What follows belongs to an exercise in optimizing a design on an open flow for a short achievable clock period and few clock cycles; a production flow would make more cautious choices.
At most, simulation tests tie the RTL to the original design; equivalence was not proved.
No functional check of the RTL was part of runs 1, 2 and 6.
Power is estimated from default activity; no workload was simulated.

==> design/flow/design.v <==
module TopLevel(
  input        CLK,
  input        reset,
  input        start,
  output       halt,
  output [7:0] mem_addr,
  output       mem_re,
  output       mem_we,
  output [7:0] mem_wdata,
  input  [7:0] mem_rdata
);
  localparam logic [3:0] K_NONE = 4'd0, K_RLO = 4'd1, K_RHI = 4'd2,
                         K_WLO = 4'd3, K_WHI = 4'd4, K_RPAT = 4'd5,
                         K_RSTR = 4'd6, K_W193 = 4'd7, K_W192 = 4'd8,
                         K_W194 = 4'd9;
  function automatic logic [15:0] encode(input logic [10:0] d);
    logic p1, p2, p4, p8, p16;
    p8  = ^d[10:4];
    p4  = (^d[10:7]) ^ (^d[3:1]);
    p2  = d[10]^d[9]^d[6]^d[5]^d[3]^d[2]^d[0];
    p1  = d[10]^d[8]^d[6]^d[4]^d[3]^d[1]^d[0];
    p16 = ^d ^ p8 ^ p4 ^ p2 ^ p1;
    encode = {d[10:4], p8, d[3:1], p4, d[0], p2, p1, p16};
  endfunction
  function automatic logic [15:0] decode(input logic [15:0] c);
    logic [3:0]  s;
    logic        par, dbl;
    logic [15:0] e;
    logic [10:0] d;
    s = '0;
    for (int k = 1; k < 16; k++)
      if (c[k]) s = s ^ 4'(k);
    par = ^c;
    e = par ? (16'h1 << s) : 16'h0;
    e = c ^ e;
    d = {e[15:9], e[7:5], e[3]};
    dbl = !par && (s != 4'd0);
    if (dbl) begin
      if (s == 4'd11) d = d ^ 11'h030;
      if (s == 4'd13) d = d ^ 11'h090;
      if (s == 4'd14) d = d ^ 11'h0a0;
    end
    decode = {dbl, 4'b0, d};
  endfunction
  function automatic logic [3:0] in_hits(input logic [7:0] b, input logic [4:0] pt);
    logic [3:0] h;
    for (int o = 0; o < 4; o++)
      h[o] = (b[7-o -: 5] == pt);
    in_hits = h;
  endfunction
  function automatic logic [3:0] cross_hits(input logic [7:0] a, input logic [7:0] b, input logic [4:0] pt);
    logic [15:0] w;
    logic [3:0]  h;
    w = {a, b};
    for (int o = 0; o < 4; o++)
      h[o] = (w[11-o -: 5] == pt);
    cross_hits = h;
  endfunction
  function automatic logic [2:0] cnt4(input logic [3:0] h);
    cnt4 = {2'b0, h[0]} + {2'b0, h[1]} + {2'b0, h[2]} + {2'b0, h[3]};
  endfunction
  logic       halt_r;
  logic [1:0] prog_r;           
  logic       re_r, we_r;
  logic [7:0] addr_r, wdata_r;
  logic [3:0] kind_r;
  logic       last_r;           
  logic       nx_re, nx_we, nx_lst;
  logic [7:0] nx_addr;
  logic [3:0] nx_kind;
  logic [5:0] a_step;
  logic [7:0]  lo_r;            
  logic [15:0] raw_r;           
  logic [15:0] proc_r;          
  logic [4:0]  pat_r;           
  logic [7:0]  cur_r, prev_r;   
  logic        vld_r, first_r, pk_pat;
  logic [7:0]  c1_r;            
  logic [5:0]  c2_r;            
  logic [6:0]  cx_r;            
  wire [1:0]  prog_n = (prog_r == 2'd0) ? 2'd1 : 2'd2;
  logic       t_re, t_we, t_lst;
  logic [7:0] t_addr;
  logic [3:0] t_kind;
  logic [7:0] ib, ob, oi, ot;
  always_comb begin
    t_re = 1'b0; t_we = 1'b0; t_addr = 8'd0; t_kind = K_NONE; t_lst = 1'b0;
    ib = (prog_r == 2'd0) ? 8'd0  : 8'd64;
    ob = (prog_r == 2'd0) ? 8'd30 : 8'd94;
    ot = {2'b0, a_step} - 8'd2;
    oi = {2'b0, ot[7:2]} + 8'd1;
    if (prog_r == 2'd2) begin
      if (a_step <= 6'd32) begin
        t_re = 1'b1; t_addr = 8'd127 + {2'b0, a_step}; t_kind = K_RSTR;
      end else if (a_step == 6'd33) begin
        t_we = 1'b1; t_addr = 8'd193; t_kind = K_W193;
      end else if (a_step == 6'd34) begin
        t_we = 1'b1; t_addr = 8'd192; t_kind = K_W192;
      end else begin
        t_we = 1'b1; t_addr = 8'd194; t_kind = K_W194; t_lst = 1'b1;
      end
    end else if (a_step >= 6'd58) begin
      t_we = 1'b1; t_addr = ob + 8'd28 + {7'b0, a_step[0]}; t_kind = a_step[0] ? K_WHI : K_WLO;
      t_lst = a_step[0];
    end else begin
      case (ot[1:0])
        2'd0: begin t_re = 1'b1; t_addr = ib + {oi[6:0], 1'b0};        t_kind = K_RLO; end
        2'd1: begin t_re = 1'b1; t_addr = ib + {oi[6:0], 1'b0} + 8'd1; t_kind = K_RHI; end
        2'd2: begin t_we = 1'b1; t_addr = ob + {oi[6:0], 1'b0} - 8'd2; t_kind = K_WLO; end
        default: begin t_we = 1'b1; t_addr = ob + {oi[6:0], 1'b0} - 8'd1; t_kind = K_WHI; end
      endcase
    end
  end
  wire [3:0]  hin   = in_hits(cur_r, pat_r);
  wire [3:0]  hx    = first_r ? 4'b0 : cross_hits(prev_r, cur_r, pat_r);
  wire [7:0]  c1_n  = c1_r + (vld_r ? {5'b0, cnt4(hin)} : 8'd0);
  wire [5:0]  c2_n  = c2_r + (vld_r ? {5'b0, |hin} : 6'd0);
  wire [6:0]  cx_n  = cx_r + (vld_r ? {4'b0, cnt4(hx)} : 7'd0);
  wire        hit_rd = |in_hits(mem_rdata, pat_r);
  wire [7:0]  w193_0 = {2'b0, c2_n};
  wire [7:0]  w193_1 = {2'b0, c2_n} + 8'd1;
  logic [7:0] wdata_n;
  always_comb begin
    case (nx_kind)
      K_WLO:   wdata_n = proc_r[7:0];
      K_WHI:   wdata_n = proc_r[15:8];
      K_W193:  wdata_n = hit_rd ? w193_1 : w193_0;
      K_W192:  wdata_n = c1_n;
      K_W194:  wdata_n = c1_r + {1'b0, cx_r};
      default: wdata_n = 8'h00;
    endcase
  end
  wire adv = halt_r ? start : !last_r;       
  always_ff @(posedge CLK) begin
    if (reset || (!halt_r && last_r)) begin
      halt_r  <= 1'b1;
      last_r  <= 1'b0;
      a_step  <= 6'd2;
      re_r    <= 1'b1;
      we_r    <= 1'b0;
      nx_re   <= 1'b1;
      nx_we   <= 1'b0;
      nx_lst  <= 1'b0;
      if (reset || prog_r == 2'd2) begin      
        prog_r  <= reset ? 2'd0 : 2'd2;
        addr_r  <= reset ? 8'd0 : 8'd160;
        kind_r  <= reset ? K_RLO : K_RPAT;
        nx_addr <= reset ? 8'd1 : 8'd128;
        nx_kind <= reset ? K_RHI : K_RSTR;
      end else begin
        prog_r  <= prog_n;
        addr_r  <= (prog_r == 2'd0) ? 8'd64 : 8'd160;
        kind_r  <= (prog_r == 2'd0) ? K_RLO : K_RPAT;
        nx_addr <= (prog_r == 2'd0) ? 8'd65 : 8'd128;
        nx_kind <= (prog_r == 2'd0) ? K_RHI : K_RSTR;
      end
    end else if (adv) begin
      halt_r  <= 1'b0;
      re_r    <= nx_re;
      we_r    <= nx_we;
      addr_r  <= nx_addr;
      kind_r  <= nx_kind;
      last_r  <= nx_lst;
      nx_re   <= t_re;
      nx_we   <= t_we;
      nx_addr <= t_addr;
      nx_kind <= t_kind;
      nx_lst  <= t_lst;
      a_step  <= a_step + 6'd1;
    end
  end
  always_ff @(posedge CLK) begin
    wdata_r <= wdata_n;
    if (kind_r == K_RLO)  lo_r  <= mem_rdata;
    if (kind_r == K_RHI)  raw_r <= {mem_rdata, lo_r};
    proc_r <= (prog_r == 2'd0) ? encode(raw_r[10:0]) : decode(raw_r);
    if (kind_r == K_RPAT) pat_r <= mem_rdata[4:0];
    if (kind_r == K_RSTR) begin
      cur_r  <= mem_rdata;
      prev_r <= cur_r;
    end
    pk_pat  <= (kind_r == K_RPAT);
    vld_r   <= (kind_r == K_RSTR);
    first_r <= (kind_r == K_RSTR) && pk_pat;
    if (kind_r == K_RPAT) begin
      c1_r <= '0; c2_r <= '0; cx_r <= '0;
    end else begin
      c1_r <= c1_n; c2_r <= c2_n; cx_r <= cx_n;
    end
  end
  assign halt      = halt_r;
  assign mem_addr  = addr_r;
  assign mem_re    = re_r;
  assign mem_we    = we_r;
  assign mem_wdata = wdata_r;
endmodule
==> design/flow/flow/run.sh <==
#!/bin/bash
# Standard ORFS layout, with timing repair aimed well below the 10 ns
# constraint (the clock period and I/O constraints are unchanged) and port
# buffers that are plain buffers. Each tool's output goes to its own log.
set -euo pipefail
bash standard.sh \
  SETUP_SLACK_MARGIN=7.3 \
  MATCH_CELL_FOOTPRINT=0 \
  "BUFFER_PORTS_ARGS=-buffer_cell sky130_fd_sc_hd__buf_4" \
  finish > make_finish.log 2>&1
==> design/flow/standard.sh <==
#!/bin/bash
# synth_recipe.tcl (not shown) runs the flow's synth.tcl, then flattens the netlist and writes it again
# the make line also repeats each setting of config.mk as NAME=value (left out here)
make -C /OpenROAD-flow-scripts/flow DESIGN_CONFIG=/design/flow/config.mk WORK_HOME=/design/flow/orfs CLKGATE_MAP_FILE= SYNTH_SCRIPT=/design/flow/synth_recipe.tcl "${@:-finish}"
==> design/flow/config.mk <==
export PLATFORM = sky130hd
export DESIGN_NAME = TopLevel
export DESIGN_NICKNAME = TopLevel
export VERILOG_FILES = /design/flow/design.v
export SDC_FILE = /design/flow/constraint.sdc
export NUM_CORES = 4
export LEC_CHECK = 0
export ABC_CLOCK_PERIOD_IN_PS = 2000
export CAP_MARGIN = 40
export CORE_MARGIN = 2
export CORE_UTILIZATION = 25
export SETUP_SLACK_MARGIN = 5
export SLEW_MARGIN = 40
export SYNTH_MEMORY_MAX_BITS = 16384
==> design/flow/constraint.sdc <==
create_clock -name core_clock -period 10.0 [get_ports {CLK}]
set_input_delay 2.0000 -clock core_clock [delete_from_list [all_inputs] [get_ports {CLK}]]
set_output_delay 2.0000 -clock core_clock [all_outputs]
set_load 0.01 [all_outputs]
==> results of run 1 <==
## cells in the mapped netlist, types with 7 or more instances
| master | n |
|---|---|
| clkbuf_1 | 15 |
| nand3_1 | 14 |
| a22oi_1 | 13 |
| dfxtp_1 | 61 |
| and2_1 | 18 |
| nor2_1 | 63 |
| edfxtp_1 | 67 |
| nand2b_1 | 15 |
| mux2i_1 | 7 |
| o21ai_0 | 27 |
| inv_1 | 23 |
| nand4_1 | 8 |
| buf_1 | 8 |
| o22ai_1 | 10 |
| or3_1 | 8 |
| nor2b_1 | 16 |
| nand2_1 | 52 |
| nor3_1 | 24 |
| ha_1 | 33 |
| a21oi_1 | 35 |
| xnor2_1 | 83 |
| buf_2 | 7 |
| xor2_1 | 50 |
## path summary, 6_finish.rpt
check / startpoint / to / depth (start not counted)
max: pat_r[1] / wdata_r[3] / 17
min: lo_r[0] / raw_r[0] / 0
max reg2reg: pat_r[1] / wdata_r[3] / 17
min reg2reg: lo_r[0] / raw_r[0] / 0
## kinds of logic (layout without fill, tap and decap cells)
| family | after synthesis | count (layout) | synth area share (%) |
|---|---|---|---|
| AND/OR/NAND/NOR | 236 | 236 | 15.7 |
| XOR/XNOR | 140 | 140 | 18.0 |
| AO/OA/AOI/OAI | 135 | 135 | 11.7 |
| flip-flops | 128 | 128 | 43.7 |
| buffers and inverters | 56 | 146 | 3.03 |
| adder cells (fa/ha/maj) | 38 | 38 | 6.93 |
| multiplexers | 7 | 7 | 0.947 |
## where the power goes
part	internal, W	total, W	switching (W)
clock network	0.000403	0.000663	0.000260
registers	0.000602	0.000632	0.0000304
logic	0.000139	0.000303	0.000164
total	0.00114	0.00160	0.000455
## state kept, by name, summed over array words and instances, names as in the netlist, 2 cells and up
name,count
pat_r,5
wdata_r,8
cur_r,8
raw_r,16
cx_r,7
kind_r,4
c2_r,6
proc_r,16
nx_kind,4
a_step,6
addr_r,8
nx_addr,8
prog_r,2
c1_r,8
prev_r,4
lo_r,8
## repair_timing
item / 4_1_cts / 5_1_grt
gates resized for setup: 58 / 40
hold buffers: 0 / 0
pin swaps: 28 / 29
endpoints found under the setup margin: 53 / 48
buffers inserted: 29 / 26
## final cells by class
| cell class | count | area, sq um | area share [%] |
|---|---|---|---|
| repair buffers | 90 | 777 | 8.10 |
| multi-input cells | 556 | 4350 | 45.4 |
| inverters | 24 | 101 | 1.06 |
| clock buffers | 18 | 429 | 4.47 |
| well taps | 384 | 480 | 5.01 |
| clock inverters | 14 | 194 | 2.02 |
| flip-flops and latches | 128 | 3260 | 34.0 |
## metrics by stage
| step | setup slack (ns) | instance area (sq um) | total power (W) | cells | utilization [%] |
|---|---|---|---|---|---|
| global route | 6.27 | 9590 | 0.00167 | 1214 | 33.2 |
| CTS | 6.49 | 9230 | 0.00159 | 1188 | 31.9 |
| floorplan | 6.58 | 7630 | 0.000836 | 740 | - |
| finish | 6.45 | 9590 | 0.00160 | 1214 | 33.2 |
| global placement | 6.28 | 8180 | 0.000905 | 1127 | 28.3 |
| detailed placement | 6.24 | 8180 | 0.000909 | 1127 | 28.3 |
## per-layer routing
metal	up-vias	wire length, um	GRT usage (%)	share of wire (%)
met5	-	0	0	0
met2	112	8380	18.6	48
met4	0	243	3.82	1.4
li1	2741	-	-	-
met3	18	579	2.09	3.3
met1	2690	8420	15.0	48
## worst reg2reg max path: cells and delay by family, from the launching register on
family / cells / cell delay [ns]
buf+inv: 3 / 0.29
compound gates: 5 / 0.76
flops: 1 / 0.40
simple gates: 3 / 0.39
xor+xnor: 2 / 0.39
fa+ha+maj: 4 / 1.18
==> flow_metrics.py, run 1 <==
metrics = {
    "floorplan": {
        "start_util_pct": 25.6,
        "dieArea_sq_mm": 0.0310,
        "die_w_um": 176,
        "core_sq_mm": 0.0289,
        "core.rowCount": 62,
        "die_h_um": 176,
        "io_pins": 30,
    },
    "global_route": {
        "first_global_vias": 5442,
        "grt_max_degree": 28,
        "grt_overflow": 0,
        "grt_pass1_wl_mm": 27.9,
        "antenna_found_initial": 0,
        "track_usage_pct": 11.3,
    },
    "route": {
        "ant_nets": 0,
        "via_per_inst": 4.58,
        "drtIter0Drc": 298,
        "detail_route.first_pass.iterations": 5,
        "drcViolationCount": 0,
        "drt-wirelength-per-cell_um": 14.5,
        "routed_wirelength_mm": 17.6,
        "vias": 5561,
    },
    "setup_path": {
        "required_ns": 10.28,
        "path_class": "register to register",
        "cp-end-kind": "register",
        "crit_fanout": 4,
        "path_buf_inv": 3,
        "start_kind": "register",
        "critical-path-top-delay-family": "adder cells",
        "arrival_ns": 3.84,
        "path_cells": "buf_4 > xor2_1 > nor3_1 > nand3_1 > fa_1 > inv_2 > ha_4 > ha_4 > nand2_4 > inv_2 > ha_4 > a21o_1 > a21oi_2 > xor2_1 > o22ai_1 > a21oi_2 > o21ai_2",
        "max_stage_delay_ns": 0.57,
        "cpMostUsedCell": "ha_4",
        "slowest_stage": "fa_1",
        "r2r_slack_ns": 6.45,
    },
    "timing": {
        "rsz0062_at_grt": "yes",
        "period_share_pct": 35.5,
        "setup_violations": 0,
        "report.final.slew_viol_count": 0,
        "relSlewSlack_pct": 53.9,
        "tns_ns": 0,
        "hold_viol": 0,
        "max_slew.worst_pin.slew_ns": 0.691,
        "fmax_mhz": 282,
        "period_needed_ns": 3.55,
        "finalClockSkew_ns": 0.0174,
        "hold_ws_ns": 0.420,
    },
    "cells_and_area": {
        "drive_gt1_share_pct": 26.5,
        "areaGrowthSynthToFinish_pct": 29.7,
        "nFillCells": 2883,
        "final_common_cell": "xnor2_1",
        "fin_nets": 866,
        "antenna_cells": 0,
        "final_cell_mix": "75 x xnor2_1, 67 x edfxtp_1, 63 x buf_4",
    },
    "cts": {
        "ctsRootBufferMaster": "clkbuf_16",
        "numClockSinks": 128,
        "clkTransAtPathRegs_ns": 0.07,
        "cts_tree": "built",
        "clock_latency_ns": 0.42,
        "numCtsBuffers": 17,
        "clockBufferDepth": 2,
        "htree_levels": 4,
    },
    "min_path": {
        "hp-class": "register to register",
    },
    "synthesis": {
        "yosysTopAreaCellShare_pct": 27.2,
        "synth_area_leader_cell": "edfxtp_1",
        "synth-edff-count": 67,
        "ys.flop_type": "edfxtp_1",
        "synth_area_sq_mm": 0.00740,
        "synth_cell_types": 60,
        "async_flop_share_pct": 0,
        "synthTopCellsByArea": "edfxtp_1 27%, dfxtp_1 17%, xnor2_1 9.8%, xor2_1 5.9%, ha_1 5.6%",
        "syn_inst": 740,
        "ys_seq_area_share_pct": 43.7,
        "avgSynthCellArea_sq_um": 10.0,
        "synth-warning-count": 1,
        "ys_seq_elements": 128,
        "synth.net_count": 789,
    },
    "status": {
        "run_status": "timing/DRC/antenna clean",
    },
    "job": {
        "maxCapViolations": 0,
    },
    "placed_design": {
        "dp_hpwl_mm": 11.9,
        "io_buffer_count": 29,
        "gp_congestion": 0.834,
    },
    "power": {
        "leakage_nw": 3.59,
        "peakVddDrop_uv": 111,
        "p_per_area_mw_per_mm2": 167,
    },
}
==> run 2: changes to the inputs <==
==> design/flow/run.sh (new file) <==
#!/bin/bash
# synth_recipe.tcl (not shown) runs the flow's synth.tcl, then flattens the netlist and writes it again
# the make line also repeats each setting of config.mk as NAME=value (left out here)
make -C /OpenROAD-flow-scripts/flow DESIGN_CONFIG=/design/flow/config.mk WORK_HOME=/design/flow/orfs CLKGATE_MAP_FILE= SYNTH_SCRIPT=/design/flow/synth_recipe.tcl finish
removed: design/flow/flow/run.sh
removed: design/flow/standard.sh
==> run 2 against run 1 <==
Clock skew is 0.010 ns lower. Worst setup slack lost 0.74 ns. Maximum frequency down 17%. Critical path depth fell by 11. Largest power group unchanged. Die area stayed put. Combinational power shrank 13%. Largest cell class unchanged. Area after synthesis stayed put. Total power fell by 4.3%. First-iteration DRC count grew 4.0%. Cell area decreased by 9.2%.
==> flow_metrics.py, run 2 <==
metrics = {
    "synthesis": {
        "yosysTopAreaCellShare_pct": 27.2,
        "synthTopCellsByArea": "edfxtp_1 27%, dfxtp_1 17%, xnor2_1 9.8%, xor2_1 5.9%, ha_1 5.6%",
        "synth-edff-count": 67,
        "synth_area_sq_mm": 0.00740,
        "ys_top_cells_by_count": "83 x xnor2_1, 67 x edfxtp_1, 63 x nor2_1, 61 x dfxtp_1, 52 x nand2_1",
        "synth-warning-count": 1,
        "synth.net_count": 789,
        "avgSynthCellArea_sq_um": 10.0,
        "syn_inst": 740,
        "ys_seq_elements": 128,
        "synth_cell_types": 60,
        "ys.flop_type": "edfxtp_1",
        "async_flop_share_pct": 0,
        "synth_area_leader_cell": "edfxtp_1",
        "ys_seq_area_share_pct": 43.7,
        "post-synth-top-count-cell": "xnor2_1",
    },
    "setup_path": {
        "worstSetupPathDepth": 6,
        "path_cells": "clkdlybuf4s50_1 > nor2_2 > clkinv_1 > a31oi_1 > mux2i_1 > o221ai_1",
        "path_buf_inv": 2,
        "path_class": "primary input to register",
        "start_kind": "primary input",
        "cp-end-kind": "register",
        "reg2reg_from": "pat_r[0]",
        "slowest_stage": "clkinv_1",
        "arrival_ns": 4.55,
        "crit_fanout": 18,
        "r2r_slack_ns": 5.86,
        "critical-path-top-delay-family": "buffers and inverters",
        "required_ns": 10.26,
        "timing.rr.end": "wdata_r[7]",
        "ff2ff_path_depth": 17,
        "max_stage_delay_ns": 0.64,
    },
    "floorplan": {
        "die_h_um": 176,
        "io_pins": 30,
        "core.rowCount": 62,
        "start_util_pct": 25.6,
        "die_w_um": 176,
        "dieArea_sq_mm": 0.0310,
        "core_sq_mm": 0.0289,
    },
    "cts": {
        "clockBufferDepth": 2,
        "cts_tree": "built",
        "numClockSinks": 128,
        "numCtsBuffers": 17,
        "ctsRootBufferMaster": "clkbuf_16",
        "hold_buffers": 0,
        "clkTransAtPathRegs_ns": 0.06,
        "clock_latency_ns": 0.42,
        "cts_setup_buffers": 0,
        "htree_levels": 4,
        "ctsResizeCount": 0,
    },
    "timing": {
        "fmax_mhz": 233,
        "period_share_pct": 42.9,
        "setup_violations": 0,
        "setup_slack_ns": 5.71,
        "hold_viol": 0,
        "tns_ns": 0,
        "rsz0062_at_grt": "no",
        "period_needed_ns": 4.29,
        "max_slew.worst_pin.slew_ns": 0.676,
        "finalClockSkew_ns": 0.00693,
        "report.final.slew_viol_count": 0,
        "relSlewSlack_pct": 54.6,
    },
    "global_route": {
        "track_usage_pct": 10.6,
        "grt_overflow": 0,
        "antenna_found_initial": 0,
        "first_global_vias": 5071,
        "grt_max_degree": 28,
        "grt_pass1_wl_mm": 26.0,
    },
    "power": {
        "pwr-share-comb_pct": 17.2,
        "sequentialPowerShare_pct": 41.4,
        "total_power_w": 0.00153,
        "clkPwrFrac_pct": 41.5,
        "intPower_w": 0.00111,
        "sw_frac_of_total_pct": 27.3,
        "p_switching_w": 0.000418,
        "leakage_nw": 3.18,
        "peakVddDrop_uv": 122,
        "p_per_area_mw_per_mm2": 176,
    },
    "min_path": {
        "whs_path_depth": 0,
        "hp-class": "register to register",
        "min_to": "raw_r[1]",
        "hold_start": "lo_r[1]",
    },
    "route": {
        "drcViolationCount": 0,
        "via_per_inst": 4.46,
        "drt-wirelength-per-cell_um": 13.6,
        "ant_nets": 0,
        "detail_route.first_pass.iterations": 5,
        "drtIter0Drc": 310,
        "routed_wirelength_mm": 15.8,
        "vias": 5168,
    },
    "status": {
        "run_status": "timing/DRC/antenna clean",
    },
    "cells_and_area": {
        "drive_gt1_share_pct": 7.11,
        "nFillCells": 2949,
        "areaGrowthSynthToFinish_pct": 17.7,
        "final_cell_mix": "83 x xnor2_1, 67 x edfxtp_1, 61 x nor2_1, 61 x dfxtp_1, 52 x nand2_1",
        "fin_nets": 810,
        "antenna_cells": 0,
        "final_common_cell": "xnor2_1",
        "seqCellArea_sq_mm": 0.00323,
        "top_regs": "proc_r: 16 flops, raw_r: 16 flops",
        "multi_input_area_sq_mm": 0.00397,
        "final_cells": 1158,
        "fin_util_pct": 30.1,
    },
    "placed_design": {
        "dp_hpwl_mm": 11.5,
        "place_inst": 1126,
        "dp_worst_setup_slack_ns": 5.25,
        "gp_congestion": 0.883,
        "io_buffer_count": 29,
    },
    "job": {
        "maxCapViolations": 0,
    },
}
==> run 2: cell counts after synthesis <==
Identical to the previous run, type by type.
==> run 2: cell type report <==
| type | instances | share of cell area [%] |
|---|---|---|
| Multi-Input combinational cell | 556 | 45.6 |
| Sequential cell | 128 | 37.1 |
| Clock inverter | 15 | 2.10 |
| Inverter | 24 | 1.03 |
| Timing Repair Buffer | 34 | 3.76 |
| Tap cell | 384 | 5.52 |
| Clock buffer | 17 | 4.88 |
==> run 2: metrics by stage <==
stage,instance area [sq um],hold slack [ns]
final,8710,0.414
after global routing,8710,0.420
after CTS,8700,0.418
after detailed placement,8090,0.405
after global placement,8090,0.401
after floorplan,7400,0.400
==> run 2: logic make-up after synthesis <==
group,Yosys count,synth area share (%)
AND/OR/NAND/NOR,236,15.7
AO/OA/AOI/OAI,135,11.7
buffers and inverters,56,3.03
XOR/XNOR,140,18.0
adder cells (fa/ha/maj),38,6.93
multiplexers,7,0.947
flip-flops,128,43.7
==> run 2: how the worst max path moves through the flow <==
stage | start | end
3_5_place_dp | reset | nx_addr[6]
5_1_grt | reset | nx_addr[6]
2_1_floorplan | pat_r[0] | wdata_r[7]
6_report | reset | nx_addr[6]
4_1_cts | reset | nx_addr[6]
3_3_place_gp | reset | nx_addr[6]
==> run 2: power by group through the flow <==
stage               clock network [W]  logic (W)  registers [W]
finish                       0.000634   0.000263       0.000633
CTS                          0.000648   0.000263       0.000633
global placement                    0   0.000258       0.000643
floorplan                           0   0.000194       0.000633
global route                 0.000673   0.000292       0.000639
detailed placement                  0   0.000262       0.000644
==> run 2: metal layers <==
metal	wire length [um]	global-route usage, %	part of all wire [%]
met1	7570	14.1	48
met2	7250	16.5	46
met3	667	2.58	4.2
met4	295	4.24	1.9
met5	0	0	0
==> run 3: changes to the inputs <==
--- a/design/flow/design.v
+++ b/design/flow/design.v
@@ -74,5 +74,5 @@
   logic [15:0] proc_r;          
   logic [4:0]  pat_r;           
-  logic [7:0]  cur_r, prev_r;   
+  logic [7:0]  cur_r;           
   logic        vld_r, first_r, pk_pat;
   logic [7:0]  c1_r;            
@@ -112,12 +112,22 @@
     end
   end
-  wire [3:0]  hin   = in_hits(cur_r, pat_r);
-  wire [3:0]  hx    = first_r ? 4'b0 : cross_hits(prev_r, cur_r, pat_r);
-  wire [7:0]  c1_n  = c1_r + (vld_r ? {5'b0, cnt4(hin)} : 8'd0);
-  wire [5:0]  c2_n  = c2_r + (vld_r ? {5'b0, |hin} : 6'd0);
-  wire [6:0]  cx_n  = cx_r + (vld_r ? {4'b0, cnt4(hx)} : 7'd0);
-  wire        hit_rd = |in_hits(mem_rdata, pat_r);
-  wire [7:0]  w193_0 = {2'b0, c2_n};
-  wire [7:0]  w193_1 = {2'b0, c2_n} + 8'd1;
+  wire [3:0]  hit_in = in_hits(mem_rdata, pat_r);
+  wire [3:0]  hit_x  = cross_hits(cur_r, mem_rdata, pat_r);
+  wire        hit_any = |hit_in;
+  logic [3:0] hin_r, hx_r;
+  logic [5:0] c2p1_r;           
+  wire [7:0]  c1_n  = c1_r + (vld_r ? {5'b0, cnt4(hin_r)} : 8'd0);
+  wire [6:0]  cx_n  = cx_r + ((vld_r && !first_r) ? {4'b0, cnt4(hx_r)} : 7'd0);
+  logic [1:0] ip;
+  always_comb begin
+    if (reset)                    ip = 2'd0;
+    else if (halt_r || !last_r)   ip = prog_r;
+    else                          ip = prog_n;
+  end
+  wire [7:0] ip_addr  = (ip == 2'd0) ? 8'd0  : (ip == 2'd1) ? 8'd64 : 8'd160;
+  wire [3:0] ip_kind  = (ip == 2'd2) ? K_RPAT : K_RLO;
+  wire [7:0] ip_naddr = (ip == 2'd0) ? 8'd1  : (ip == 2'd1) ? 8'd65 : 8'd128;
+  wire [3:0] ip_nkind = (ip == 2'd2) ? K_RSTR : K_RHI;
+  wire go   = !reset && (halt_r ? start : !last_r);    
   logic [7:0] wdata_n;
   always_comb begin
@@ -125,5 +135,5 @@
       K_WLO:   wdata_n = proc_r[7:0];
       K_WHI:   wdata_n = proc_r[15:8];
-      K_W193:  wdata_n = hit_rd ? w193_1 : w193_0;
+      K_W193:  wdata_n = {2'b0, hit_any ? c2p1_r : c2_r};
       K_W192:  wdata_n = c1_n;
       K_W194:  wdata_n = c1_r + {1'b0, cx_r};
@@ -131,30 +141,8 @@
     endcase
   end
-  wire adv = halt_r ? start : !last_r;       
   always_ff @(posedge CLK) begin
-    if (reset || (!halt_r && last_r)) begin
-      halt_r  <= 1'b1;
-      last_r  <= 1'b0;
-      a_step  <= 6'd2;
-      re_r    <= 1'b1;
-      we_r    <= 1'b0;
-      nx_re   <= 1'b1;
-      nx_we   <= 1'b0;
-      nx_lst  <= 1'b0;
-      if (reset || prog_r == 2'd2) begin      
-        prog_r  <= reset ? 2'd0 : 2'd2;
-        addr_r  <= reset ? 8'd0 : 8'd160;
-        kind_r  <= reset ? K_RLO : K_RPAT;
-        nx_addr <= reset ? 8'd1 : 8'd128;
-        nx_kind <= reset ? K_RHI : K_RSTR;
-      end else begin
-        prog_r  <= prog_n;
-        addr_r  <= (prog_r == 2'd0) ? 8'd64 : 8'd160;
-        kind_r  <= (prog_r == 2'd0) ? K_RLO : K_RPAT;
-        nx_addr <= (prog_r == 2'd0) ? 8'd65 : 8'd128;
-        nx_kind <= (prog_r == 2'd0) ? K_RHI : K_RSTR;
-      end
-    end else if (adv) begin
-      halt_r  <= 1'b0;
+    halt_r  <= reset || (halt_r ? !start : last_r);
+    prog_r  <= reset ? 2'd0 : ip;
+    if (go) begin
       re_r    <= nx_re;
       we_r    <= nx_we;
@@ -168,4 +156,16 @@
       nx_lst  <= t_lst;
       a_step  <= a_step + 6'd1;
+    end else begin
+      re_r    <= 1'b1;
+      we_r    <= 1'b0;
+      addr_r  <= ip_addr;
+      kind_r  <= ip_kind;
+      last_r  <= 1'b0;
+      nx_re   <= 1'b1;
+      nx_we   <= 1'b0;
+      nx_addr <= ip_naddr;
+      nx_kind <= ip_nkind;
+      nx_lst  <= 1'b0;
+      a_step  <= 6'd2;
     end
   end
@@ -177,6 +177,7 @@
     if (kind_r == K_RPAT) pat_r <= mem_rdata[4:0];
     if (kind_r == K_RSTR) begin
-      cur_r  <= mem_rdata;
-      prev_r <= cur_r;
+      cur_r <= mem_rdata;
+      hin_r <= hit_in;
+      hx_r  <= hit_x;
     end
     pk_pat  <= (kind_r == K_RPAT);
@@ -184,7 +185,10 @@
     first_r <= (kind_r == K_RSTR) && pk_pat;
     if (kind_r == K_RPAT) begin
-      c1_r <= '0; c2_r <= '0; cx_r <= '0;
+      c1_r <= '0; c2_r <= '0; c2p1_r <= 6'd1; cx_r <= '0;
     end else begin
-      c1_r <= c1_n; c2_r <= c2_n; cx_r <= cx_n;
+      c1_r <= c1_n; cx_r <= cx_n;
+      if (kind_r == K_RSTR && hit_any) begin
+        c2_r <= c2p1_r; c2p1_r <= c2p1_r + 6'd1;
+      end
     end
   end
==> design/flow/flow/run.sh (new file) <==
#!/bin/bash
# Standard ORFS layout, with timing repair aimed well below the 10 ns
# constraint (the clock period and I/O constraints are unchanged) and port
# buffers that are plain buffers. Each tool's output goes to its own log.
set -euo pipefail
bash standard.sh \
  SETUP_SLACK_MARGIN=7.3 \
  MATCH_CELL_FOOTPRINT=0 \
  "BUFFER_PORTS_ARGS=-buffer_cell sky130_fd_sc_hd__buf_4" \
  finish > make_finish.log 2>&1
==> design/flow/standard.sh (new file) <==
#!/bin/bash
# synth_recipe.tcl (not shown) runs the flow's synth.tcl, then flattens the netlist and writes it again
# the make line also repeats each setting of config.mk as NAME=value (left out here)
make -C /OpenROAD-flow-scripts/flow DESIGN_CONFIG=/design/flow/config.mk WORK_HOME=/design/flow/orfs CLKGATE_MAP_FILE= SYNTH_SCRIPT=/design/flow/synth_recipe.tcl "${@:-finish}"
--- a/design/flow/config.mk
+++ b/design/flow/config.mk
@@ -10,4 +10,6 @@
 export CORE_MARGIN = 2
 export CORE_UTILIZATION = 25
+export CTS_CLUSTER_DIAMETER = 300
+export CTS_CLUSTER_SIZE = 40
 export SETUP_SLACK_MARGIN = 5
 export SLEW_MARGIN = 40
removed: design/flow/run.sh
==> run 3 against run 2 <==
Clock power is 8.7% higher. Non-clock buffer count is 28 higher. Register-to-register slack better by 1.1 ns. Synthesized cell count is 1.6% lower. Largest power group unchanged. Cell count is 0.86% higher.
==> flow_metrics.py, run 3 <==
metrics = {
    "synthesis": {
        "async_flop_share_pct": 0,
        "synth-edff-count": 41,
        "synth_cell_types": 68,
        "ys_top_cells_by_count": "93 x dfxtp_1, 77 x xnor2_1, 72 x nor2_1, 46 x nand2_1, 43 x xor2_1",
        "ys_seq_elements": 134,
        "syn_inst": 728,
        "synth_area_sq_mm": 0.00713,
        "avgSynthCellArea_sq_um": 9.79,
        "synth.net_count": 775,
        "synth_area_leader_cell": "dfxtp_1",
        "post-synth-top-count-cell": "dfxtp_1",
        "synth-warning-count": 1,
        "ys.flop_type": "dfxtp_1",
        "yosysTopAreaCellShare_pct": 26.1,
        "ys_seq_area_share_pct": 43.4,
        "synthTopCellsByArea": "dfxtp_1 26%, edfxtp_1 17%, xnor2_1 9.5%, ha_1 5.4%, xor2_1 5.3%",
    },
    "route": {
        "drt-wirelength-per-cell_um": 14.8,
        "ant_nets": 0,
        "vias": 5348,
        "detail_route.first_pass.iterations": 5,
        "via_per_inst": 4.58,
        "drcViolationCount": 0,
        "routed_wirelength_mm": 17.3,
        "drtIter0Drc": 320,
    },
    "cells_and_area": {
        "fin_nets": 824,
        "top_regs": "proc_r: 16 flops, raw_r: 16 flops",
        "postLayoutCellArea_sq_mm": 0.00939,
        "antenna_cells": 0,
        "final_cell_mix": "70 x dfxtp_1, 65 x nor2_1, 61 x xnor2_1",
        "fin_util_pct": 33.6,
        "final_common_cell": "dfxtp_1",
        "areaGrowthSynthToFinish_pct": 31.8,
        "drive_gt1_share_pct": 25.6,
    },
    "power": {
        "peakVddDrop_uv": 123,
        "leakage_nw": 3.60,
        "p_per_area_mw_per_mm2": 155,
    },
    "cts": {
        "clock_latency_ns": 0.42,
        "hold_buffers": 0,
        "htree_levels": 4,
        "ctsRootBufferMaster": "clkbuf_16",
        "clkTransAtPathRegs_ns": 0.06,
        "numClockSinks": 134,
        "clockBufferDepth": 2,
        "cts_tree": "built",
        "numCtsBuffers": 17,
    },
    "timing": {
        "rsz0062_at_grt": "yes",
        "report.final.slew_viol_count": 0,
        "tns_ns": 0,
        "setup_slack_ns": 6.88,
        "max_slew.worst_pin.slew_ns": 0.791,
        "fmax_mhz": 321,
        "period_share_pct": 31.2,
        "relSlewSlack_pct": 46.8,
        "setup_violations": 0,
        "hold_viol": 0,
        "period_needed_ns": 3.12,
        "finalClockSkew_ns": 0.0167,
    },
    "setup_path": {
        "arrival_ns": 3.41,
        "ff2ff_path_depth": 12,
        "start_kind": "primary input",
        "crit_fanout": 5,
        "startpoint": "mem_rdata[4]",
        "reg2reg_from": "hin_r[0]",
        "endpoint": "c2p1_r[4]",
        "path_class": "primary input to register",
        "required_ns": 10.29,
        "cp-end-kind": "register",
        "r2r_slack_ns": 7.00,
        "timing.rr.end": "wdata_r[7]",
    },
    "floorplan": {
        "die_w_um": 173,
        "start_util_pct": 25.5,
        "die_h_um": 173,
        "dieArea_sq_mm": 0.0299,
        "io_pins": 30,
        "core_sq_mm": 0.0279,
        "core.rowCount": 61,
    },
    "global_route": {
        "track_usage_pct": 11.5,
        "grt_pass1_wl_mm": 27.5,
        "grt_max_degree": 22,
        "grt_overflow": 0,
        "antenna_found_initial": 0,
        "first_global_vias": 5121,
    },
    "job": {
        "maxCapViolations": 0,
    },
    "status": {
        "run_status": "timing/DRC/antenna clean",
    },
    "placed_design": {
        "dp_worst_setup_slack_ns": 6.16,
        "dp_hpwl_mm": 11.7,
        "gp_congestion": 0.839,
        "io_buffer_count": 29,
        "postPlaceCellArea_sq_mm": 0.00792,
    },
    "min_path": {
        "hp-class": "register to register",
    },
}
[run 3: cell count changes in the layout (fill, tap and decap cells not counted), moves of 9 or more]
cell and change:
clkdlybuf4s50_1 -29, edfxtp_1 -26, buf_4 +25, buf_6 +25, xnor2_1 -22, dfxtp_2 +19
xor2_1 -15, o21ai_0 -11, a21oi_1 -10, mux2i_1 +10, dfxtp_1 +9, ha_1 -9
nor3_1 -9, xnor2_2 +9
[run 3: stage by stage]
stage / power (W) / hold slack (ns) / std cells
5_1_grt: 0.00151 / 0.425 / 1168
2_1_floorplan: 0.000713 / 0.390 / 728
6_report: 0.00145 / 0.409 / 1168
4_1_cts: 0.00145 / 0.411 / 1158
3_3_place_gp: 0.000748 / 0.398 / 1106
3_5_place_dp: 0.000749 / 0.397 / 1106
[run 3: timing repair]
item / in CTS / in global routing
pin swaps: 32 / 15
setup endpoints to repair: 51 / 49
resized for setup: 86 / 46
buffers inserted: 18 / 10
gates cloned: 2 / 0
[run 3: final cells by class]
| cell class | instances | area, sq um |
|---|---|---|
| fill | 2833 | 18500 |
| timing repair buffer | 62 | 642 |
| tap | 378 | 473 |
| clock inverter | 14 | 215 |
| inverter | 20 | 83.8 |
| clock buffer | 18 | 429 |
| timing repair inverter | 1 | 5.00 |
| sequential | 134 | 3130 |
| multi-input combinational | 541 | 4410 |
[run 3: critical path, stage by stage]
cell and delay (ns):
buf_12 0.13, xnor2_4 0.12, nand3_2 0.13, nor3_4 0.06, buf_6 0.13, o41a_4 0.48
nand4_1 0.14, xor2_1 0.15, nor2_1 0.06
[run 3: kinds of logic after synthesis]
logic type                 share of synthesized area [%]
AOI/OAI and AO/OA                                   12.1
xor gates and xnor gates                            16.3
adders and majority gates                           6.84
buffers and inverters                               2.98
DFF                                                 43.4
muxes                                               2.54
and+or+nand+nor                                     15.8
[run 3: power breakdown]
group / internal, W / switching, W / leakage (nW) / total [W]
sequential: 0.000582 / 0.0000171 / 1.16 / 0.000599
clock: 0.000426 / 0.000263 / 0.314 / 0.000689
combinational: 0.0000781 / 0.0000886 / 2.13 / 0.000167
[run 3: how the worst min path moves through the flow]
stage                     startpoint        to  slack (ns)  cells after the start
final                          nx_re      re_r        0.41                      1
after global routing         lo_r[2]  raw_r[2]        0.43                      0
after CTS                      nx_re      re_r        0.41                      1
after detailed placement       nx_re      re_r        0.40                      1
after global placement         nx_re      re_r        0.40                      1
after floorplan                nx_re      re_r        0.39                      1
[run 3: metal layers]
metal | track usage (%) | share of wire (%) | vias up
met5 | 0 | 0 | -
met4 | 3.95 | 1.5 | 0
met3 | 2.20 | 3.2 | 17
met2 | 18.1 | 47 | 103
met1 | 15.6 | 48 | 2587
li1 | - | - | 2641
Testbench counts of run 3, summed over its fixed seeds: cycles 5,024.
==> run 4: changes to the inputs <==
--- a/design/flow/config.mk
+++ b/design/flow/config.mk
@@ -10,6 +10,4 @@
 export CORE_MARGIN = 2
 export CORE_UTILIZATION = 25
-export CTS_CLUSTER_DIAMETER = 300
-export CTS_CLUSTER_SIZE = 40
 export SETUP_SLACK_MARGIN = 5
 export SLEW_MARGIN = 40
==> run 4 against run 3 <==
Global-route usage unchanged. Total power did not move. Maximum frequency unchanged. First-iteration DRC count stayed put. Non-clock buffer count unchanged. Clock-buffer cell count unchanged. Cell count unchanged. Largest cell class unchanged. Largest power group unchanged. Highest routed layer unchanged.
==> flow_metrics.py, run 4 <==
metrics = {
    "status": {
        "run_status": "timing/DRC/antenna clean",
    },
    "timing": {
        "fmax_mhz": 321,
        "hold_viol": 0,
        "relSlewSlack_pct": 46.8,
        "report.final.slew_viol_count": 0,
        "period_share_pct": 31.2,
        "tns_ns": 0,
        "period_needed_ns": 3.12,
        "setup_violations": 0,
        "finalClockSkew_ns": 0.0167,
        "max_slew.worst_pin.slew_ns": 0.791,
        "rsz0062_at_grt": "yes",
    },
    "synthesis": {
        "synth-edff-count": 41,
        "syn_inst": 728,
        "synth_area_leader_cell": "dfxtp_1",
        "ys.flop_type": "dfxtp_1",
        "synthTopCellsByArea": "dfxtp_1 26%, edfxtp_1 17%, xnor2_1 9.5%, ha_1 5.4%, xor2_1 5.3%",
        "synth_cell_types": 68,
        "async_flop_share_pct": 0,
        "avgSynthCellArea_sq_um": 9.79,
        "ys_top_cells_by_count": "93 x dfxtp_1, 77 x xnor2_1, 72 x nor2_1, 46 x nand2_1, 43 x xor2_1",
        "synth-warning-count": 1,
        "ys_seq_elements": 134,
        "synth_area_sq_mm": 0.00713,
        "post-synth-top-count-cell": "dfxtp_1",
        "synth.net_count": 775,
        "yosysTopAreaCellShare_pct": 26.1,
        "ys_seq_area_share_pct": 43.4,
    },
    "cells_and_area": {
        "final_cell_mix": "70 x dfxtp_1, 65 x nor2_1, 61 x xnor2_1",
        "top_regs": "proc_r: 16 flops, raw_r: 16 flops",
        "multi_input_area_sq_mm": 0.00441,
        "antenna_cells": 0,
        "areaGrowthSynthToFinish_pct": 31.8,
        "drive_gt1_share_pct": 25.6,
        "fin_nets": 824,
        "final_common_cell": "dfxtp_1",
        "final_cells": 1168,
        "nFillCells": 2833,
        "seqCellArea_sq_mm": 0.00313,
    },
    "setup_path": {
        "crit_fanout": 5,
        "start_kind": "primary input",
        "path_class": "primary input to register",
        "path_cells": "buf_12 > xnor2_4 > nand3_2 > nor3_4 > buf_6 > o41a_4 > nand4_1 > xor2_1 > nor2_1",
        "required_ns": 10.29,
        "arrival_ns": 3.41,
        "cp-end-kind": "register",
        "max_stage_delay_ns": 0.48,
        "slowest_stage": "o41a_4",
    },
    "cts": {
        "clkTransAtPathRegs_ns": 0.06,
        "numClockSinks": 134,
        "clock_latency_ns": 0.42,
        "cts_tree": "built",
        "htree_levels": 4,
        "hold_buffers": 0,
        "clockBufferDepth": 2,
        "numCtsBuffers": 17,
        "ctsRootBufferMaster": "clkbuf_16",
    },
    "min_path": {
        "hp-class": "register to register",
    },
    "floorplan": {
        "die_w_um": 173,
        "start_util_pct": 25.5,
        "core_sq_mm": 0.0279,
        "io_pins": 30,
        "dieArea_sq_mm": 0.0299,
        "die_h_um": 173,
        "core.rowCount": 61,
    },
    "power": {
        "sequentialPowerShare_pct": 41.2,
        "p_switching_w": 0.000369,
        "intPower_w": 0.00109,
        "p_per_area_mw_per_mm2": 155,
        "clkPwrFrac_pct": 47.4,
        "peakVddDrop_uv": 123,
        "pwr-share-comb_pct": 11.5,
        "sw_frac_of_total_pct": 25.3,
        "leakage_nw": 3.60,
    },
    "route": {
        "routed_wirelength_mm": 17.3,
        "drtIter0Drc": 320,
        "detail_route.first_pass.iterations": 5,
        "ant_nets": 0,
        "via_per_inst": 4.58,
        "drt-met1-wl_mm": 8.31,
        "top_layer": "met4",
        "routed-wl-met2_mm": 8.21,
        "drcViolationCount": 0,
        "drt-wirelength-per-cell_um": 14.8,
        "vias": 5348,
        "wl_met3_um": 559,
    },
    "placed_design": {
        "io_buffer_count": 29,
        "place_inst": 1106,
        "dp_hpwl_mm": 11.7,
        "gp_congestion": 0.839,
    },
    "global_route": {
        "grt_pass1_wl_mm": 27.5,
        "grt_overflow": 0,
        "grt_max_degree": 22,
        "first_global_vias": 5121,
        "track_usage_pct": 11.5,
        "antenna_found_initial": 0,
    },
    "job": {
        "maxCapViolations": 0,
    },
}
==> run 4: cell counts after synthesis <==
No cell type changed its count.
==> run 4: metal layers <==
| layer | up-vias | GRT usage, % |
|---|---|---|
| met5 | - | 0 |
| met3 | 17 | 2.20 |
| met1 | 2587 | 15.6 |
| li1 | 2641 | - |
| met2 | 103 | 18.1 |
| met4 | 0 | 3.95 |
==> run 4: stage by stage <==
stage | util [%] | setup WS [ns] | hold WS [ns] | total power [W] | cell area [sq um]
final | 33.6 | 6.88 | 0.409 | 0.00145 | 9390
after CTS | 32.5 | 6.95 | 0.411 | 0.00145 | 9080
after floorplan | - | 6.60 | 0.390 | 0.000713 | 7390
after global placement | 28.3 | 6.18 | 0.398 | 0.000748 | 7910
after detailed placement | 28.3 | 6.16 | 0.397 | 0.000749 | 7920
after global routing | 33.6 | 6.84 | 0.425 | 0.00151 | 9390
==> run 4: kinds of logic after synthesis <==
group           count (synthesis)  share of synthesized area, %
flops                         134                          43.4
fa+ha+maj                      36                          6.84
buf+inv                        54                          2.98
compound gates                130                          12.1
xor+xnor                      125                          16.3
simple gates                  231                          15.8
mux                            18                          2.54
==> run 4: power by group through the flow <==
stage               sequential (W)  combinational (W)  clock [W]
detailed placement        0.000610           0.000140          0
global placement          0.000610           0.000138          0
floorplan                 0.000602           0.000110          0
finish                    0.000599           0.000167   0.000689
CTS                       0.000599           0.000155   0.000700
global route              0.000601           0.000183   0.000726
==> run 4: final cells by class <==
cell class	instances	share of cell area [%]
Inverter	20	0.892
Timing Repair inverter	1	0.0533
Multi-Input combinational cell	541	47.0
Clock buffer	18	4.57
Timing Repair Buffer	62	6.83
Sequential cell	134	33.3
Clock inverter	14	2.29
Tap cell	378	5.03
==> run 4: worst paths after layout <==
path | from | to | slack [ns] | cells past startpoint
max | mem_rdata[4] | c2p1_r[4] | 6.88 | 9
min | nx_re | re_r | 0.41 | 1
max reg2reg | hin_r[0] | wdata_r[7] | 7.00 | 12
min reg2reg | nx_re | re_r | 0.41 | 1
==> run 4: timing repair <==
item,4_1_cts,5_1_grt
pin swaps,32,15
buffers inserted,18,10
gates cloned,2,0
endpoints found under the setup margin,51,49
resized for setup,86,46
==> run 4: critical path, delay by kind of cell <==
kind                   cells  cell delay, ns
AO/OA/AOI/OAI              1            0.48
AND/OR/NAND/NOR            4            0.39
buffers and inverters      2            0.26
XOR/XNOR                   2            0.27
==> run 5: changes to the inputs <==
--- a/design/flow/config.mk
+++ b/design/flow/config.mk
@@ -9,5 +9,7 @@
 export CAP_MARGIN = 40
 export CORE_MARGIN = 2
-export CORE_UTILIZATION = 25
+export CORE_UTILIZATION = 60
+export CTS_CLUSTER_DIAMETER = 150
+export CTS_CLUSTER_SIZE = 30
 export SETUP_SLACK_MARGIN = 5
 export SLEW_MARGIN = 40
==> run 5 against run 4 <==
Combinational power decreased by 7%. Non-clock buffer count is 9 lower. Die area decreased by 57%. Largest power group is now sequential cells. Sequential share of layout area rose by 2.3 points. Cell count is 21% lower.
==> flow_metrics.py, run 5 <==
metrics = {
    "global_route": {
        "antenna_found_initial": 0,
        "grt_pass1_wl_mm": 25.5,
        "first_global_vias": 5042,
        "grt_max_degree": 22,
        "grt_overflow": 0,
        "track_usage_pct": 25.4,
    },
    "setup_path": {
        "required_ns": 10.30,
        "crit_fanout": 5,
        "ff2ff_path_depth": 12,
        "r2r_slack_ns": 7.00,
        "path_class": "primary input to register",
        "reg2reg_from": "hin_r[3]",
        "cp-end-kind": "register",
        "start_kind": "primary input",
        "timing.rr.end": "wdata_r[7]",
        "arrival_ns": 3.44,
    },
    "timing": {
        "tns_ns": 0,
        "finalClockSkew_ns": 0.00723,
        "max_slew.worst_pin.slew_ns": 0.715,
        "fmax_mhz": 319,
        "rsz0062_at_grt": "yes",
        "period_needed_ns": 3.14,
        "setup_violations": 0,
        "hold_viol": 0,
        "period_share_pct": 31.4,
        "report.final.slew_viol_count": 0,
        "relSlewSlack_pct": 52.3,
    },
    "route": {
        "detail_route.first_pass.iterations": 16,
        "via_per_inst": 5.81,
        "vias": 5367,
        "ant_nets": 0,
        "routed_wirelength_mm": 16.0,
        "drt-wirelength-per-cell_um": 17.3,
        "drcViolationCount": 0,
        "drtIter0Drc": 367,
    },
    "floorplan": {
        "die_h_um": 113,
        "start_util_pct": 61.9,
        "die_w_um": 113,
        "dieArea_sq_mm": 0.0128,
        "core_sq_mm": 0.0115,
        "core.rowCount": 39,
        "io_pins": 30,
    },
    "placed_design": {
        "io_buffer_count": 29,
        "dp_hpwl_mm": 10.9,
        "gp_congestion": 0.887,
    },
    "synthesis": {
        "yosysTopAreaCellShare_pct": 26.1,
        "syn_inst": 728,
        "muxShareOfSynthArea_pct": 2.54,
        "ys_seq_area_share_pct": 43.4,
        "synthTopCellsByArea": "dfxtp_1 26%, edfxtp_1 17%, xnor2_1 9.5%, ha_1 5.4%, xor2_1 5.3%",
        "synth_cell_types": 68,
        "synth_fa_ha_area_share_pct": 6.84,
        "synth_top_family_by_area": "XOR/XNOR gates",
        "ys_seq_elements": 134,
        "synthSimpleGateAreaFrac_pct": 15.8,
        "post-synth-top-count-cell": "dfxtp_1",
        "ys_top_cells_by_count": "93 x dfxtp_1, 77 x xnor2_1, 72 x nor2_1, 46 x nand2_1, 43 x xor2_1",
        "avgSynthCellArea_sq_um": 9.79,
        "synth_area_leader_cell": "dfxtp_1",
        "synth-warning-count": 1,
        "synth_area_sq_mm": 0.00713,
        "synth-edff-count": 41,
        "ys.flop_type": "dfxtp_1",
        "synth_compound_area_share_pct": 12.1,
        "async_flop_share_pct": 0,
        "synth_xor_area_share_pct": 16.3,
        "synth.net_count": 775,
    },
    "cts": {
        "htree_levels": 4,
        "clock_latency_ns": 0.41,
        "cts_tree": "built",
        "clockBufferDepth": 2,
        "numClockSinks": 134,
        "clkTransAtPathRegs_ns": 0.06,
        "hold_buffers": 0,
        "numCtsBuffers": 17,
        "ctsRootBufferMaster": "clkbuf_16",
    },
    "power": {
        "p_switching_w": 0.000328,
        "peakVddDrop_uv": 105,
        "pwr-share-comb_pct": 12.0,
        "sw_frac_of_total_pct": 25.4,
        "p_per_area_mw_per_mm2": 148,
        "clkPwrFrac_pct": 41.8,
        "leakage_nw": 3.47,
        "sequentialPowerShare_pct": 46.2,
        "intPower_w": 0.000966,
        "total_power_w": 0.00129,
    },
    "status": {
        "run_status": "timing/DRC/antenna clean",
    },
    "min_path": {
        "min_to": "re_r",
        "hp-class": "register to register",
        "hold_start": "nx_re",
        "whs_path_depth": 1,
    },
    "cells_and_area": {
        "final_common_cell": "dfxtp_1",
        "antenna_cells": 0,
        "final_cell_mix": "75 x dfxtp_1, 68 x nor2_1, 60 x xnor2_1",
        "nFillCells": 776,
        "areaGrowthSynthToFinish_pct": 22.8,
        "multi_input_area_sq_mm": 0.00432,
        "top_regs": "proc_r: 16 flops, raw_r: 16 flops",
        "seqCellArea_sq_mm": 0.00312,
        "drive_gt1_share_pct": 23.3,
        "fin_nets": 815,
    },
    "job": {
        "maxCapViolations": 0,
    },
}
==> run 5: metal layers <==
layer | vias up | global-route usage [%] | share of wire (%)
met4 | 0 | 9.76 | 1.8
met2 | 164 | 41.2 | 49
met3 | 23 | 4.50 | 4.5
met5 | - | 0 | 0
met1 | 2560 | 34.2 | 45
li1 | 2620 | - | -
==> run 5: kinds of logic after synthesis <==
group                      after synthesis
adders and majority gates               36
xor gates and xnor gates               125
muxes                                   18
buffers and inverters                   54
DFF                                    134
AOI/OAI and AO/OA                      130
and+or+nand+nor                        231
==> run 5: worst max-delay path, stage by stage <==
cell	delay, ns
buf_12	0.12
xnor2_4	0.12
nand3_2	0.12
nor3_4	0.05
buf_6	0.13
o41a_4	0.53
buf_4	0.16
mux2i_1	0.15
nor2_1	0.06
==> run 5: how the worst max path moves through the flow <==
stage / start / endpoint / slack, ns / depth (start not counted)
floorplan: mem_rdata[4] / wdata_r[2] / 6.60 / 6
global placement: mem_rdata[4] / c2p1_r[4] / 6.26 / 7
detailed placement: mem_rdata[3] / c2p1_r[4] / 6.18 / 8
CTS: mem_rdata[4] / c2p1_r[4] / 6.92 / 9
global route: mem_rdata[7] / c2p1_r[3] / 6.82 / 9
finish: mem_rdata[4] / c2_r[0] / 6.86 / 9
==> run 5: final cells by class <==
type,instances,share of cell area [%]
timing repair buffer,53,6.04
sequential,134,35.7
clock inverter,13,0.986
inverter,20,0.915
multi-input combinational,541,49.3
clock buffer,19,4.94
timing repair inverter,1,0.0572
tap,143,2.04
==> run 5: stage by stage <==
| step | hold WS (ns) | instances | instance area, sq um | setup slack, ns | util (%) |
|---|---|---|---|---|---|
| after detailed placement | 0.405 | 870 | 7610 | 6.18 | 66.1 |
| final | 0.412 | 924 | 8760 | 6.86 | 76.0 |
| after global routing | 0.430 | 924 | 8760 | 6.82 | 76.0 |
| after global placement | 0.397 | 870 | 7610 | 6.26 | 66.1 |
| after floorplan | 0.390 | 728 | 7390 | 6.60 | - |
| after CTS | 0.415 | 917 | 8560 | 6.92 | 74.3 |
==> run 5: what timing repair did <==
item,4_1_cts,5_1_grt
resized for setup,71,31
gates cloned,2,0
endpoints found under the setup margin,46,51
pin swaps,30,19
buffers inserted,13,7
==> run 5: power groups by stage <==
stage / Sequential [W] / Clock, W / Combinational (W)
floorplan: 0.000602 / 0 / 0.000110
global placement: 0.000608 / 0 / 0.000136
detailed placement: 0.000609 / 0 / 0.000138
CTS: 0.000598 / 0.000550 / 0.000150
global route: 0.000600 / 0.000574 / 0.000170
finish: 0.000598 / 0.000541 / 0.000155
==> run 6: changes to the inputs <==
--- a/design/flow/design.v
+++ b/design/flow/design.v
@@ -116,5 +116,6 @@
   wire        hit_any = |hit_in;
   logic [3:0] hin_r, hx_r;
-  logic [5:0] c2p1_r;           
+  logic       hany_r;           
+  logic [5:0] c2p1_r, c2p2_r;   
   wire [7:0]  c1_n  = c1_r + (vld_r ? {5'b0, cnt4(hin_r)} : 8'd0);
   wire [6:0]  cx_n  = cx_r + ((vld_r && !first_r) ? {4'b0, cnt4(hx_r)} : 7'd0);
@@ -135,5 +136,6 @@
       K_WLO:   wdata_n = proc_r[7:0];
       K_WHI:   wdata_n = proc_r[15:8];
-      K_W193:  wdata_n = {2'b0, hit_any ? c2p1_r : c2_r};
+      K_W193:  wdata_n = {2'b0, hit_any ? (hany_r ? c2p2_r : c2p1_r)
+                                        : (hany_r ? c2p1_r : c2_r)};
       K_W192:  wdata_n = c1_n;
       K_W194:  wdata_n = c1_r + {1'b0, cx_r};
@@ -180,4 +182,5 @@
       hin_r <= hit_in;
       hx_r  <= hit_x;
+      hany_r <= hit_any;
     end
     pk_pat  <= (kind_r == K_RPAT);
@@ -185,9 +188,9 @@
     first_r <= (kind_r == K_RSTR) && pk_pat;
     if (kind_r == K_RPAT) begin
-      c1_r <= '0; c2_r <= '0; c2p1_r <= 6'd1; cx_r <= '0;
+      c1_r <= '0; c2_r <= '0; c2p1_r <= 6'd1; c2p2_r <= 6'd2; cx_r <= '0;
     end else begin
       c1_r <= c1_n; cx_r <= cx_n;
-      if (kind_r == K_RSTR && hit_any) begin
-        c2_r <= c2p1_r; c2p1_r <= c2p1_r + 6'd1;
+      if (vld_r && hany_r) begin
+        c2_r <= c2p1_r; c2p1_r <= c2p2_r; c2p2_r <= c2p2_r + 6'd1;
       end
     end
--- a/design/flow/config.mk
+++ b/design/flow/config.mk
@@ -9,7 +9,5 @@
 export CAP_MARGIN = 40
 export CORE_MARGIN = 2
-export CORE_UTILIZATION = 60
-export CTS_CLUSTER_DIAMETER = 150
-export CTS_CLUSTER_SIZE = 30
+export CORE_UTILIZATION = 25
 export SETUP_SLACK_MARGIN = 5
 export SLEW_MARGIN = 40
==> run 6 against run 5 <==
Sequential cell count is 7 higher. Wire length is 7.0% higher. Sequential power is 4.5% higher. Hold slack better by 0.0018 ns. Area after synthesis is 5.3% higher. Maximum frequency is 1.5% higher. Non-clock buffer count is 12 higher. Critical path type unchanged. Largest cell class unchanged.
==> flow_metrics.py, run 6 <==
metrics = {
    "power": {
        "leakage_nw": 3.64,
        "sw_frac_of_total_pct": 26.2,
        "p_switching_w": 0.000371,
        "sequentialPowerShare_pct": 44.0,
        "peakVddDrop_uv": 83.4,
        "pwr-share-comb_pct": 11.8,
        "total_power_w": 0.00142,
        "p_per_area_mw_per_mm2": 148,
        "intPower_w": 0.00105,
        "clkPwrFrac_pct": 44.1,
    },
    "cells_and_area": {
        "areaGrowthSynthToFinish_pct": 27.4,
        "drive_gt1_share_pct": 24.1,
        "final_cell_mix": "78 x dfxtp_1, 71 x nand2_1, 70 x nor2_1",
        "final_common_cell": "dfxtp_1",
        "nFillCells": 3035,
        "top_regs": "proc_r: 16 flops, raw_r: 16 flops",
        "antenna_cells": 0,
        "fin_nets": 877,
    },
    "synthesis": {
        "ys_seq_area_share_pct": 43.2,
        "synth-edff-count": 42,
        "synth-warning-count": 1,
        "ys_seq_elements": 141,
        "synth_area_leader_cell": "dfxtp_1",
        "ys.flop_type": "dfxtp_1",
        "synth.net_count": 836,
        "yosysTopAreaCellShare_pct": 26.4,
        "synth_cell_types": 60,
        "post-synth-top-count-cell": "dfxtp_1",
        "ys_top_cells_by_count": "99 x dfxtp_1, 79 x xnor2_1, 74 x nand2_1, 73 x nor2_1",
        "synth_area_sq_mm": 0.00751,
        "syn_inst": 789,
        "async_flop_share_pct": 0,
        "synthTopCellsByArea": "dfxtp_1 26%, edfxtp_1 17%, xnor2_1 9.2%, xor2_1 5.5%, ha_1 5.2%",
        "avgSynthCellArea_sq_um": 9.51,
    },
    "global_route": {
        "grt_overflow": 0,
        "track_usage_pct": 11.2,
        "grt_pass1_wl_mm": 27.9,
        "grt_max_degree": 37,
        "first_global_vias": 5414,
        "antenna_found_initial": 0,
    },
    "route": {
        "ant_nets": 0,
        "vias": 5589,
        "drt-wirelength-per-cell_um": 13.9,
        "drtIter0Drc": 227,
        "detail_route.first_pass.iterations": 5,
        "drcViolationCount": 0,
        "routed_wirelength_mm": 17.1,
        "via_per_inst": 4.53,
    },
    "min_path": {
        "hp-class": "register to register",
    },
    "cts": {
        "cts_tree": "built",
        "hold_buffers": 0,
        "numClockSinks": 141,
        "clock_latency_ns": 0.43,
        "ctsRootBufferMaster": "clkbuf_16",
        "htree_levels": 4,
        "clkTransAtPathRegs_ns": 0.06,
        "numCtsBuffers": 17,
        "clockBufferDepth": 2,
    },
    "status": {
        "run_status": "timing/DRC/antenna clean",
    },
    "setup_path": {
        "crit_fanout": 7,
        "arrival_ns": 3.42,
        "cp-end-kind": "register",
        "start_kind": "primary input",
        "required_ns": 10.33,
        "path_class": "primary input to register",
    },
    "timing": {
        "fmax_mhz": 323,
        "relSlewSlack_pct": 48.4,
        "rsz0062_at_grt": "yes",
        "finalClockSkew_ns": 0.0111,
        "setup_violations": 0,
        "max_slew.worst_pin.slew_ns": 0.768,
        "period_needed_ns": 3.09,
        "tns_ns": 0,
        "hold_viol": 0,
        "setup_slack_ns": 6.91,
        "report.final.slew_viol_count": 0,
        "period_share_pct": 30.9,
    },
    "floorplan": {
        "dieArea_sq_mm": 0.0314,
        "start_util_pct": 25.3,
        "die_h_um": 177,
        "core_sq_mm": 0.0296,
        "core.rowCount": 63,
        "die_w_um": 177,
        "io_pins": 30,
    },
    "placed_design": {
        "dp_worst_setup_slack_ns": 6.34,
        "io_buffer_count": 29,
        "gp_congestion": 0.833,
        "dp_hpwl_mm": 11.8,
    },
    "job": {
        "maxCapViolations": 0,
    },
}
## run 6: worst paths after layout
kind | startpoint | endpoint | slack, ns | cells past startpoint
setup reg to reg | hin_r[0] | wdata_r[4] | 7.15 | 11
setup / recovery | mem_rdata[1] | wdata_r[4] | 6.91 | 9
hold reg to reg | nx_re | re_r | 0.41 | 1
hold / removal | nx_re | re_r | 0.41 | 1
## run 6: cell type report
type	instances	area, sq um	area share (%)
clock buffer	18	439	4.59
clock inverter	14	151	1.58
inverter	19	78.8	0.824
multi-input combinational	586	4500	47.1
sequential	141	3280	34.3
tap	390	488	5.10
timing repair buffer	65	623	6.52
## run 6: kinds of logic (layout without fill, tap and decap cells)
logic type	count (synthesis)	in the layout	synth area share [%]
AO/OA/AOI/OAI	147	147	12.6
XOR/XNOR	132	132	16.4
adder cells (fa/ha/maj)	36	36	6.50
buffers and inverters	62	116	3.38
flip-flops	141	141	43.2
multiplexers	11	11	1.50
AND/OR/NAND/NOR	260	260	16.5
## run 6: power by group through the flow
stage | Clock [W] | Combinational, W | Sequential [W]
floorplan | 0 | 0.000110 | 0.000633
global placement | 0 | 0.000140 | 0.000638
detailed placement | 0 | 0.000141 | 0.000638
CTS | 0.000640 | 0.000154 | 0.000625
global route | 0.000664 | 0.000185 | 0.000627
finish | 0.000626 | 0.000168 | 0.000625
## run 6: repair_timing
action,4_1_cts,5_1_grt
buffers inserted,14,16
gates cloned,1,0
endpoints found under the setup margin,32,44
resized for setup,81,46
pin swaps,18,24
## run 6: metrics by stage
| stage | hold slack (ns) | util, % | instances | cell area, sq um |
|---|---|---|---|---|
| 6_report | 0.414 | 32.3 | 1233 | 9560 |
| 5_1_grt | 0.425 | 32.3 | 1233 | 9560 |
| 4_1_cts | 0.413 | 31.0 | 1217 | 9190 |
| 3_5_place_dp | 0.403 | 27.6 | 1170 | 8190 |
| 3_3_place_gp | 0.402 | 27.6 | 1170 | 8190 |
| 2_1_floorplan | 0.390 | - | 789 | 7660 |
## run 6: per-layer routing
metal	GRT usage [%]	up-vias	wire [um]	share of wire, %
met1	14.9	2647	8170	48
met4	3.69	0	258	1.5
li1	-	2800	-	-
met3	2.42	23	647	3.8
met5	0	-	0	0
met2	18.1	119	8070	47
## run 6: critical path: stages
cell and delay [ns]:
buf_12 0.11, xnor2_4 0.14, nand3_2 0.11, nor3_4 0.05, nor4_4 0.39, buf_6 0.21
xor2_1 0.15, nor2_1 0.06, o31ai_1 0.20

## static timing again, ports no longer ideal
No port has a modelled driver above. Below, the same layouts with a new extraction and two added sets of constraints. Step 1 assumes that a clkbuf_16 drives the clock port and a buf_2 every other input. Step 2, shift: input delay + t, output delay - t, t = (earliest + latest rising clock arrival at the registers) / 2. This alone moves slack from input paths to output paths. Three values: no drivers, after step 1, after step 2; two values: the first two.
run | t (ns) | setup WS [ns] | latest minus earliest clock arrival (ns) | worst data-port slew with drivers (ns)
run 1 | 0.456 | 6.448 / 6.448 / 6.448 | 0.018 / 0.017 | 0.04
run 2 | 0.458 | 5.706 / 5.715 / 5.257 | 0.007 / 0.007 | 0.04
run 3 | 0.461 | 6.884 / 6.881 / 6.421 | 0.019 / 0.019 | 0.06
run 4 | 0.461 | 6.884 / 6.881 / 6.421 | 0.019 / 0.019 | 0.06
run 5 | 0.452 | 6.862 / 6.859 / 6.408 | 0.008 / 0.007 | 0.06
run 6 | 0.465 | 6.908 / 6.903 / 6.439 | 0.013 / 0.013 | 0.06
After both steps setup and hold are still met in every run listed. The setup slack of run 6, which loses most, moves by -0.005 ns with the drivers and by -0.469 ns with both steps.
